What follows belongs to an exercise in optimizing a design on an open flow for small area, a short achievable clock period and few clock cycles; a production flow would make more cautious choices.
Function was checked by simulation only, so behaviour that the tests miss may differ from the original.
The flow treats the clock pin as an ideal source. Dropping or thinning the clock tree relies on that and would not hold on a real chip.
Power is estimated from default activity; no workload was simulated.

==> flow/design.v (excerpt) <==
module alu19 (
    input             clk,
    input             rst,
    input             in_valid,
    output            in_ready,
    input      [3:0]  op,
    input      [18:0] a,
    input      [18:0] b,
    output reg        out_valid,
    output reg [18:0] result,
    output reg        zero,
    output reg        carry,
    output reg        overflow
);
For scale: about 69 I/O pins, ~6500 um^2 of cells after synthesis.
Settings: LEC_CHECK=0, ABC_AREA=1, CAP_MARGIN=0, CORE_MARGIN=2, CORE_UTILIZATION=40, GPL_TIMING_DRIVEN=0, SLEW_MARGIN=0; clock period 35.0 ns.
standard.sh (not shown) runs the stock make flow with config.mk's settings and CLKGATE_MAP_FILE= SYNTH_SCRIPT=/design/flow/synth_recipe.tcl, a recipe that flattens the netlist after the stock synthesis.
==> flow/flow/run.sh <==
#!/bin/bash
set -euo pipefail
W=$(pwd)
P=${FLOW_PLATFORM:-sky130hd}
R=$W/orfs/results/$P/alu19/base
L=$W/orfs/logs/$P/alu19/base
LIB=$FLOW_HOME/platforms/$P/lib/sky130_fd_sc_hd__tt_025C_1v80.lib
YOSYS=$FLOW_HOME/../tools/install/yosys/bin/yosys
[[ -x $YOSYS ]] || YOSYS=yosys

# 1. standard synthesis
bash standard.sh synth > $W/log_1_standard_synth.txt 2>&1
cp $R/1_2_yosys.v $W/netlist_standard.v

# 2. re-map the combinational logic
python3 flow/lib2map.py $LIB > $W/cellmap.v
DONTUSE=$(grep -o -- '-dont_use [^ ]*' $L/1_2_yosys.log | sort -u | tr '\n' ' ')
ABCSCRIPT='+strash;&get,-n;&fraig,-x;&put;scorr;dc2;strash;&get,-n;&dch,-f;&put;dc2;strash;&get,-n;&dch,-f;&nf;&put;topo;upsize,-D,5500;dnsize,-D,5500'
cat > $W/reabc.ys <<YS
read_liberty -lib $LIB
read_verilog $W/netlist_standard.v
hierarchy -top $FLOW_TOP
techmap -map $W/cellmap.v
techmap
opt -fast
abc -liberty $LIB $DONTUSE -script $ABCSCRIPT
setundef -zero
splitnets
opt_clean -purge
hilomap -singleton -hicell sky130_fd_sc_hd__conb_1 HI -locell sky130_fd_sc_hd__conb_1 LO
insbuf -buf sky130_fd_sc_hd__buf_4 A X
opt_clean -purge
check -assert
stat -liberty $LIB
write_verilog -noattr -nohex -nodec $W/netlist_reabc.v
YS
$YOSYS -l $W/log_2_reabc.txt -q $W/reabc.ys > /dev/null 2>&1
# the registers must be the standard synthesis's, instance for instance
grep -E '^\s*sky130_fd_sc_hd__[a-z]*df' $W/netlist_standard.v | awk '{print $1, $2}' | sort > $W/regs_standard.txt
grep -E '^\s*sky130_fd_sc_hd__[a-z]*df' $W/netlist_reabc.v | awk '{print $1, $2}' | sort > $W/regs_reabc.txt
cmp $W/regs_standard.txt $W/regs_reabc.txt
cp $W/netlist_reabc.v $R/1_2_yosys.v
rm -f $R/1_synth.odb $R/1_synth.sdc

# 3. standard placement
export BUFFER_PORTS_ARGS="-buffer_cell sky130_fd_sc_hd__buf_1"
bash standard.sh place > $W/log_3_standard_place.txt 2>&1

# 4. clock buffers (flow/clock.tcl) in place of ORFS's CTS step
RESULTS=$R PLATFORM_DIR=$FLOW_HOME/platforms/$P openroad -no_init -exit flow/clock.tcl > $W/log_4_clock.txt 2>&1
cp $R/4_1_cts.odb $R/4_cts.odb
{ cat $R/3_place.sdc; echo "set_propagated_clock [all_clocks]"; } > $R/4_cts.sdc
touch $R/4_cts.odb $R/4_cts.sdc

# 5. the rest of the standard layout (routing and finishing)
bash standard.sh > $W/log_5_standard_layout.txt 2>&1
Other scripts of this flow, unchanged in this note and not shown: flow/flow/clock.tcl, flow/flow/lib2map.py
Testbench counts at the start, summed over its fixed seeds: cycles 40,988.
Next try:
CORE_UTILIZATION = 75   (was 40)
GPL_TIMING_DRIVEN = default   (was 0)
=> Clock power went down by about 3%; cell count went down by 9.0%; total power went up by 1.6%; die area went down by 45%; synthesized area does not change; hold slack hardly moves; synthesized cell count stays the same; routed wire length went down by 0.37%; setup slack gains 0.27 ns; first-iteration DRC count went up by 120%.
Next try:
CORE_UTILIZATION = 40   (was 75)
Core utilization went down by 40 points.
Via count went down by 12%.
Final cell count went up by 11%.
Next try:
CORE_UTILIZATION = 60   (was 40)
Wire length decreases by about 1.4%.
Sequential cell count stays the same.
Global-route usage came out higher by 13 points.
Total power climbs by about 1.1%.
No run of this note takes its clock network from TritonCTS; it comes from the design's own scripts or RTL.

what the ideal ports hide:
The results above use ideal ports. As a check the final layouts listed here were re-extracted and re-timed, cells and wires unchanged.
Step 1: set_driving_cell puts a clkbuf_16 on clk and a buf_2 on each other input, an assumption about the parent block.
Step 2 moves the port delays by t, midway between the first and last clock arrival at a register: inputs arrive t later, outputs are due t later. That takes back most of the time a late clock gives input paths.
Slacks: ideal / step 1 / step 2; pairs: ideal / step 1.
run	t, ns	setup WS [ns]	clock arrival spread, ns
the first run	0.229	27.031 / 27.031 / 27.031	0.016 / 0.016
the second run	0.222	27.297 / 27.220 / 27.206	0.020 / 0.020
the third run	0.233	27.331 / 27.247 / 27.265	0.016 / 0.016
the fourth run	0.226	27.287 / 27.213 / 27.251	0.026 / 0.025
After both steps setup and hold are still met in every run listed. For the second run, which loses most, drivers alone change the setup slack by -0.077 ns; drivers and shift together by -0.091 ns.
